This is an optimization exercise on Yosys and OpenROAD, whose aim is small area, not a production implementation.
In this exercise RTL edits were held to simulation tests only and were not proved equivalent to the original.
Power is estimated from default activity; no workload was simulated.

===== flow/config.mk =====
export PLATFORM = sky130hd
export DESIGN_NAME = Tetris
export DESIGN_NICKNAME = Tetris
export VERILOG_FILES = /design/flow/design.v
export SDC_FILE = /design/flow/constraint.sdc
export NUM_CORES = 4
export LEC_CHECK = 0
export CAP_MARGIN = 20
export CORE_MARGIN = 2
export CORE_UTILIZATION = 40
export SLEW_MARGIN = 20

===== flow/constraint.sdc =====
create_clock -name core_clock -period 10.0 [get_ports {clk}]
set_input_delay 2.0000 -clock core_clock [delete_from_list [all_inputs] [get_ports {clk}]]
set_output_delay 2.0000 -clock core_clock [all_outputs]
set_load 0.01 [all_outputs]

===== flow/design.v =====
module Tetris(
    input wire clk,            
    input wire btn_left,       
    input wire btn_right,      
    input wire pause,          
    input wire btn_fast,       
	input wire btn_rotate,	   
	input reset,			   
    output reg [5:0] row,      
    output reg [5:0] col,      
    output reg [6:0] seg,	   
    output reg game_over,	   
    output reg LED,
    output LED_COM,
    output de1,
    output de2,
    output de3
);
    reg [2:0] dot_row;         
    reg [2:0] dot_col;         
    reg [5:0] count_0;         
    reg [1:0] count_1;         
	reg [2:0] count_2;		   
	reg [2:0] count_3;		   
    reg [5:0] state [5:0];     
    reg [2:0] scan_row;        
    reg clk_0;                 
    wire tick;                 
	reg k;					   
    reg [5:0] block_pattern[1:0];   
    reg [2:0] shape_counter;        
	reg [2:0] score;			    
	integer i;
	assign de1=1;
	assign de2=0;
	assign de3=1;
	assign LED_COM=1;
    assign tick = !pause && count_0 >= 63 && !clk_0;
    always @(posedge clk)
    begin
        if (reset)
        begin
            count_0 <= 0;
            clk_0 <= 0;
        end
        else if (!pause)
        begin
            count_0 <= count_0 + 6'b1;
            if (count_0 >= 63)
            begin
                count_0 <= 0;
                clk_0 <= ~clk_0;
			end
        end
    end
    always @(posedge clk)
	begin
		if(reset)
		begin
			state[0] <= 6'b000000;
			state[1] <= 6'b000000;
			state[2] <= 6'b000000;
			state[3] <= 6'b000000;
			state[4] <= 6'b000000;
			state[5] <= 6'b000000;
			dot_row <= 0;
			dot_col <= 3;
			score=0;
			game_over=0;
			LED <=0;
			shape_counter = 0;
			count_1 <= 0;
			count_2 <= 0;
			block_pattern[0] <= 6'b000011;
			block_pattern[1] <= 6'b000011;
			k = 0;
		end
		else if (tick)
		begin
		state[dot_row]   <= state[dot_row] | (block_pattern[0] << dot_col);
		state[dot_row+1] <= state[dot_row+1] | (block_pattern[1] << dot_col);
		count_2<=count_2+2'b1;
		if(count_2>3)
		begin
			count_1<=0;
			if(game_over)
			begin
				LED<=~LED;
			end
			if (state[2] == 6'b111111)
			begin
				score=score+1;
				for ( i=2 ;i>1 ; i=i-1)
				begin
					state[i]<=state[i-1];
				end
			end
			if (state[3] == 6'b111111)
			begin
				score=score+1;
				for ( i=3 ;i>1 ; i=i-1)
				begin
					state[i]<=state[i-1];
				end
			end
			if (state[4] == 6'b111111)
			begin
				score=score+1;
				for ( i=4 ;i>1 ; i=i-1)
				begin
					state[i]<=state[i-1];
				end
			end
			if (state[5] == 6'b111111)
			begin
				score=score+1;
				for ( i=5 ;i>1 ; i=i-1)
				begin
					state[i]<=state[i-1];
				end
			end
		end
        if (btn_left == 0 && dot_col > 0 && (state[dot_row + 1] & (block_pattern[1] << (dot_col - 1))) == 0)
		begin
			dot_col <= dot_col - 3'b1;
			state[dot_row]     <= state[dot_row]     & ~(block_pattern[0] << dot_col);
			state[dot_row + 1] <= state[dot_row + 1] & ~(block_pattern[1] << dot_col);
		end
		if (btn_right == 0 && dot_col < 4 && (state[dot_row + 1] & (block_pattern[1] << (dot_col + 1))) == 0)
		begin
			dot_col <= dot_col + 3'b1;
			state[dot_row]     <= state[dot_row]     & ~(block_pattern[0] << dot_col);
			state[dot_row + 1] <= state[dot_row + 1] & ~(block_pattern[1] << dot_col);
		end
		if(btn_rotate)
		begin
			case (shape_counter)
			1: begin  
				if(k)
				begin
					block_pattern[0] <= 6'b000001;
					block_pattern[1] <= 6'b000011;
				end
				else
				begin
					block_pattern[0] <= 6'b000010;
					block_pattern[1] <= 6'b000011;
				end
			end
			2: begin  
				if(k)
				begin
					block_pattern[0] <= 6'b000001;
					block_pattern[1] <= 6'b000001;
				end
				else
				begin
					block_pattern[0] <= 6'b000000;
					block_pattern[1] <= 6'b000011;
				end
			end
			3: begin  
				if(k)
				begin
					block_pattern[0] <= 6'b000000;
					block_pattern[1] <= 6'b000011;
				end
				else
				begin
					block_pattern[0] <= 6'b000001;
					block_pattern[1] <= 6'b000001;
				end
			end
			4: begin  
				if(k)
				begin
					block_pattern[0] <= 6'b000011;
					block_pattern[1] <= 6'b000001;
				end
				else
				begin
					block_pattern[0] <= 6'b000011;
					block_pattern[1] <= 6'b000010;
				end
			end
			endcase
			k=~k;
			state[dot_row]     <= state[dot_row]     & ~(block_pattern[0] << dot_col);
			state[dot_row + 1] <= state[dot_row + 1] & ~(block_pattern[1] << dot_col);
		end
		if(btn_fast)
		begin
			count_1<=2'b11;
		end
		else
		begin
			count_1<=count_1+2'b1;
		end
		if (count_1>=3)
		begin
			count_1<=0;
			if (dot_row <4 &&(state[dot_row + 2] & (block_pattern[1] << dot_col)) == 0)
			begin
				dot_row <= dot_row + 1;
				state[dot_row]     <= state[dot_row]     & ~(block_pattern[0] << dot_col);
				state[dot_row + 1] <= state[dot_row + 1] & ~(block_pattern[1] << dot_col);
			end
			else
			begin
				if(!dot_row)
				begin
					score=0;
					game_over=1;
				end
				dot_row <= 0;
				dot_col <= 3;
				shape_counter = (shape_counter + 3'b1) % 5;  
				k=0;
				case (shape_counter)
				0: begin  
					block_pattern[0] <= 6'b000011;
					block_pattern[1] <= 6'b000011;
				end
				1: begin  
					block_pattern[0] <= 6'b000001;
					block_pattern[1] <= 6'b000011;
				end
				2: begin  
					block_pattern[0] <= 6'b000001;
					block_pattern[1] <= 6'b000001;
				end
				3: begin  
					block_pattern[0] <= 6'b000000;
					block_pattern[1] <= 6'b000011;
				end
				4: begin  
					block_pattern[0] <= 6'b000011;
					block_pattern[1] <= 6'b000001;
				end
				endcase
			end
		end
		end
	end
	always @(score)
	begin
		case (score)  
			0 : seg = ~7'b0000001;  
			1 : seg = ~7'b1001111;
			2 : seg = ~7'b0010010;
			3 : seg = ~7'b0000110;
			4 : seg = ~7'b1001100;
			5 : seg = ~7'b0100100;
			6 : seg = ~7'b0100000;
			7 : seg = ~7'b0001111;
			8 : seg = ~7'b0000000;
			9 : seg = ~7'b0000100;
			default : seg = ~7'b1111111;
		endcase
	end
    always @(posedge clk) begin
        if (reset) begin
            row <= 0;
            col <= 0;
            scan_row <= 0;
            count_3 <= 0;
        end
        else begin
		if(&count_3) begin
			row <= 8'b1 << scan_row;    
			col <= (scan_row < 6) ? state[scan_row] : 6'b000000;     
			scan_row <= scan_row + 3'b1;
		end
		count_3 <= count_3 +3'b1;
        end
	end
endmodule

===== flow/run.sh =====
#!/bin/bash
# synth_recipe.tcl (not shown) runs the flow's synth.tcl, then flattens the netlist and writes it again
# the make line also repeats each setting of config.mk as NAME=value (left out here)
make -C /OpenROAD-flow-scripts/flow DESIGN_CONFIG=/design/flow/config.mk WORK_HOME=/design/flow/orfs CLKGATE_MAP_FILE= SYNTH_SCRIPT=/design/flow/synth_recipe.tcl finish

==> impl_metrics.ini <==
[place]
port-buffer-count = 27
gp_congestion = 1.025
place_area_sq_um = 9169
post-dp-hpwl_um = 19150

[sta]
setup_viol = 0
min_period_ns = 5.666
post-route-period-util = 0.5666
slew_headroom = 0.3223
max_freq_mhz = 176.5
rsz0062_at_grt = false
setup_tns_ns = 0
hold_viol = 0
clock_skew_ns = 0.01313
drv_slew = 0
tightest_slew_ns = 1.010

[power]
power.leakage_nw = 3.387
p_per_area_nw_per_um2 = 121.7
vdd_drop_max_uv = 127.3

[routing]
drt_iter0_drc = 883
ant_nets = 0
wl_per_cell_um = 21.98
post-route-drc-count = 0
vias = 7275
avgViaCountPerCell = 6.083
dr.pass1.iters = 7
finalWirelength_um = 26290

[floorplanning]
die_area_sq_um = 23100
io_pins = 32
die_y_um = 152.0
die_w_um = 152.0
start_util = 0.4039
core_area_sq_um = 21690
fp-row-count = 54

[cells_and_area]
drive_above_1_share = 0.1607
fin_area_sq_um = 9754
nNetsFinal = 955
syn_to_final_growth_pct = 11.34

[logic_synthesis]
synthCells = 901
synth_ff_type = dfxtp_1
synth_top_area_frac = 0.1645
syn_area_sq_um = 8761
synth_edf_count = 48
synthTopCellsByArea = edfxtp_1 16%, dfxtp_1 16%, mux4_2 11%, ha_1 6.6%, mux2i_1 6.3%
yosys.area.top_type = edfxtp_1
yosysSeqAreaShare = 0.3245
synth-seq-cells = 118
synth_warnings = 2
ys_types = 84
postSynth.asyncResetShare = 0
avgSynthCellArea_sq_um = 9.724

[critical_path]
crit_start = pause
critPathMaxFanout = 24
reg2reg_setup_slack_ns = 4.37
r2r-start = dot_row[0]
worstPathArrival_ns = 5.75
reg2reg_to = state[2][3]
worst-r2r-cell-count = 13
crit_required_ns = 10.09
cp-start-kind = primary input
crit_type = in2reg
end_kind = register

[flow_run]
max_cap_viol_count = 0

[global_route]
grt_pass1_wl_um = 41260
grt_pass1_vias = 7146
grt_overflow = 0
antenna_found_initial = 0
grt_usage = 0.2269
grt_max_degree = 64

[cts]
cts.sinks = 118
insertion_delay_ns = 0.43
ctsHoldBuffers = 0
numCtsBuffers = 17
cts-root-buf = clkbuf_16
cts_resized = 0
htree_levels = 4
cts_tree = done
clkSlewWorstSetupHoldPaths_ns = 0.06
clockBufferDepth = 2
post_cts_buffers = 0

[worst_hold_path]
hold_depth = 1
hold_end = count_3[0]
hold_path_class = reg2reg
min_from = count_3[0]

[status]
status = no timing/DRC/antenna violations
-- registers in the layout (all words and copies together) (netlist names), named ones only --
register / count
clk_0: 1
LED: 1
dot_row: 3
dot_col: 3
score: 3
count_2: 3
col: 6
scan_row: 3
k: 1
count_0: 6
row: 6
state: 48
block_pattern: 12
game_over: 1
shape_counter: 3
count_1: 2
count_3: 3
seg: 7
-- synthesized netlist by cell type (all sizes together) (6+ instances only) --
cell type   n
nand4       7
ha         46
a22oi       7
edfxtp     48
dfxtp      70
clkbuf     25
or2         7
mux2       25
nor2b      21
a32oi       7
o22ai      21
o21a        8
nand3b     12
mux4       45
nand3      20
nor2       99
nor3       18
nor4        7
a31oi       9
o21ai      33
a211oi     10
xor2        9
inv        32
a21o        6
nand2      76
a21oi      47
and2        9
or3         7
mux2i      56
xnor2       9
nand2b     15
buf        30
-- placed cells by master, fill, tap and decap left out, types with 9 or more instances in the layout --
cell type / synthesis / layout
nand3_1: 20 / 20
a21oi_1: 47 / 47
nor2b_1: 21 / 21
edfxtp_1: 48 / 48
nor2_1: 97 / 97
nor3_1: 15 / 15
o22ai_1: 21 / 21
ha_1: 46 / 46
dfxtp_1: 70 / 70
mux2i_1: 55 / 55
xnor2_1: 9 / 9
mux4_2: 43 / 43
clkdlybuf4s50_1: 0 / 26
nand2b_1: 15 / 15
nand2_1: 76 / 76
clkbuf_16: 0 / 17
inv_1: 31 / 31
nand3b_1: 12 / 12
o21ai_0: 20 / 20
xor2_1: 9 / 9
a211oi_1: 9 / 9
mux2_2: 25 / 25
-- metal layers --
metal  global-route usage  wire [um]  vias to the layer above  share of wire
met5                    0          0                        -              0
met4              0.08545        914                        0          0.035
met3              0.06959       2402                       76          0.091
met2               0.3541      11920                      365           0.45
met1               0.2968      11050                     3479           0.42
li1                     -          -                     3355              -
-- final cells by class --
| cell class | count | area (sq um) |
|---|---|---|
| antenna | 1 | 2.502 |
| clock buffer | 17 | 425.4 |
| clock inverter | 15 | 157.7 |
| fill | 2072 | 11930 |
| inverter | 34 | 127.6 |
| multi-input combinational | 696 | 5523 |
| sequential | 118 | 2843 |
| tap | 280 | 350.3 |
| timing repair buffer | 35 | 325.3 |
-- cell families (layout without fill, tap and decap cells) --
logic type	Yosys count	count (layout)	synth area share
other	2	5	0.0008572
AOI/OAI and AO/OA	189	189	0.1545
DFF	118	118	0.3245
buffers and inverters	89	101	0.04599
adders and majority gates	46	46	0.06570
and+or+nand+nor	313	313	0.1774
muxes	126	126	0.2131
xor gates and xnor gates	18	18	0.01800
-- how the worst max path moves through the flow --
| stage | end | slack [ns] |
|---|---|---|
| after detailed placement | state[4][5] | 4.02 |
| after global routing | state[2][3] | 4.12 |
| after floorplan | state[4][0] | 5.34 |
| after CTS | state[3][4] | 4.48 |
| final | state[4][2] | 4.33 |
| after global placement | state[4][0] | 4.06 |
-- power by group --
group / leakage, nW / switching, mW / total, mW / internal (mW)
Sequential: 1.01 / 0.0200 / 0.530 / 0.510
Combinational: 2.09 / 0.0343 / 0.0588 / 0.0245
Clock: 0.284 / 0.266 / 0.599 / 0.333
-- critical path: stages --
cell and delay, ns:
clkdlybuf4s50_1 0.48, nand4b_1 0.33, nor3_2 0.21, buf_4 0.29, nand3b_1 0.26, nor3_1 0.86
a22oi_1 0.15, nor3_1 0.40, a21o_1 0.28, nor3_4 0.10, nand3b_1 0.38
-- through the flow --
stage            util  instances  total power [mW]  worst slack (ns)  hold slack [ns]
4_1_cts        0.4496       1195             1.195             4.480           0.4168
2_1_floorplan       -        903            0.5700             5.336           0.3896
3_5_place_dp   0.4228       1163            0.5964             4.024           0.4079
6_report       0.4498       1196             1.187             4.334           0.4132
3_3_place_gp   0.4228       1163            0.5966             4.062           0.3987
5_1_grt        0.4496       1195             1.222             4.124           0.4467

port drivers added, routing unchanged:
The results above use ideal ports. As a check the final layout listed here was re-extracted and re-timed, cells and wires unchanged. Step 1 assumes that a clkbuf_16 drives the clock port and a buf_2 every other input. Step 2 adds t to the input delays and takes it off the output delays; t is the mean of the earliest and latest rising clock arrival at the registers after step 1. Input paths then give back, and output paths get back, about the clock's delay inside the block. Slacks: ideal ports / drivers / drivers and shift; pairs: ideal ports / drivers.
t, ns: 0.471
setup slack, ns: 4.334 / 4.358 / 3.887
clock arrival spread, ns: 0.013 / 0.013
After both steps setup and hold are still met in this run. The setup slack of this run moves by +0.024 ns with the drivers and by -0.447 ns with both steps.
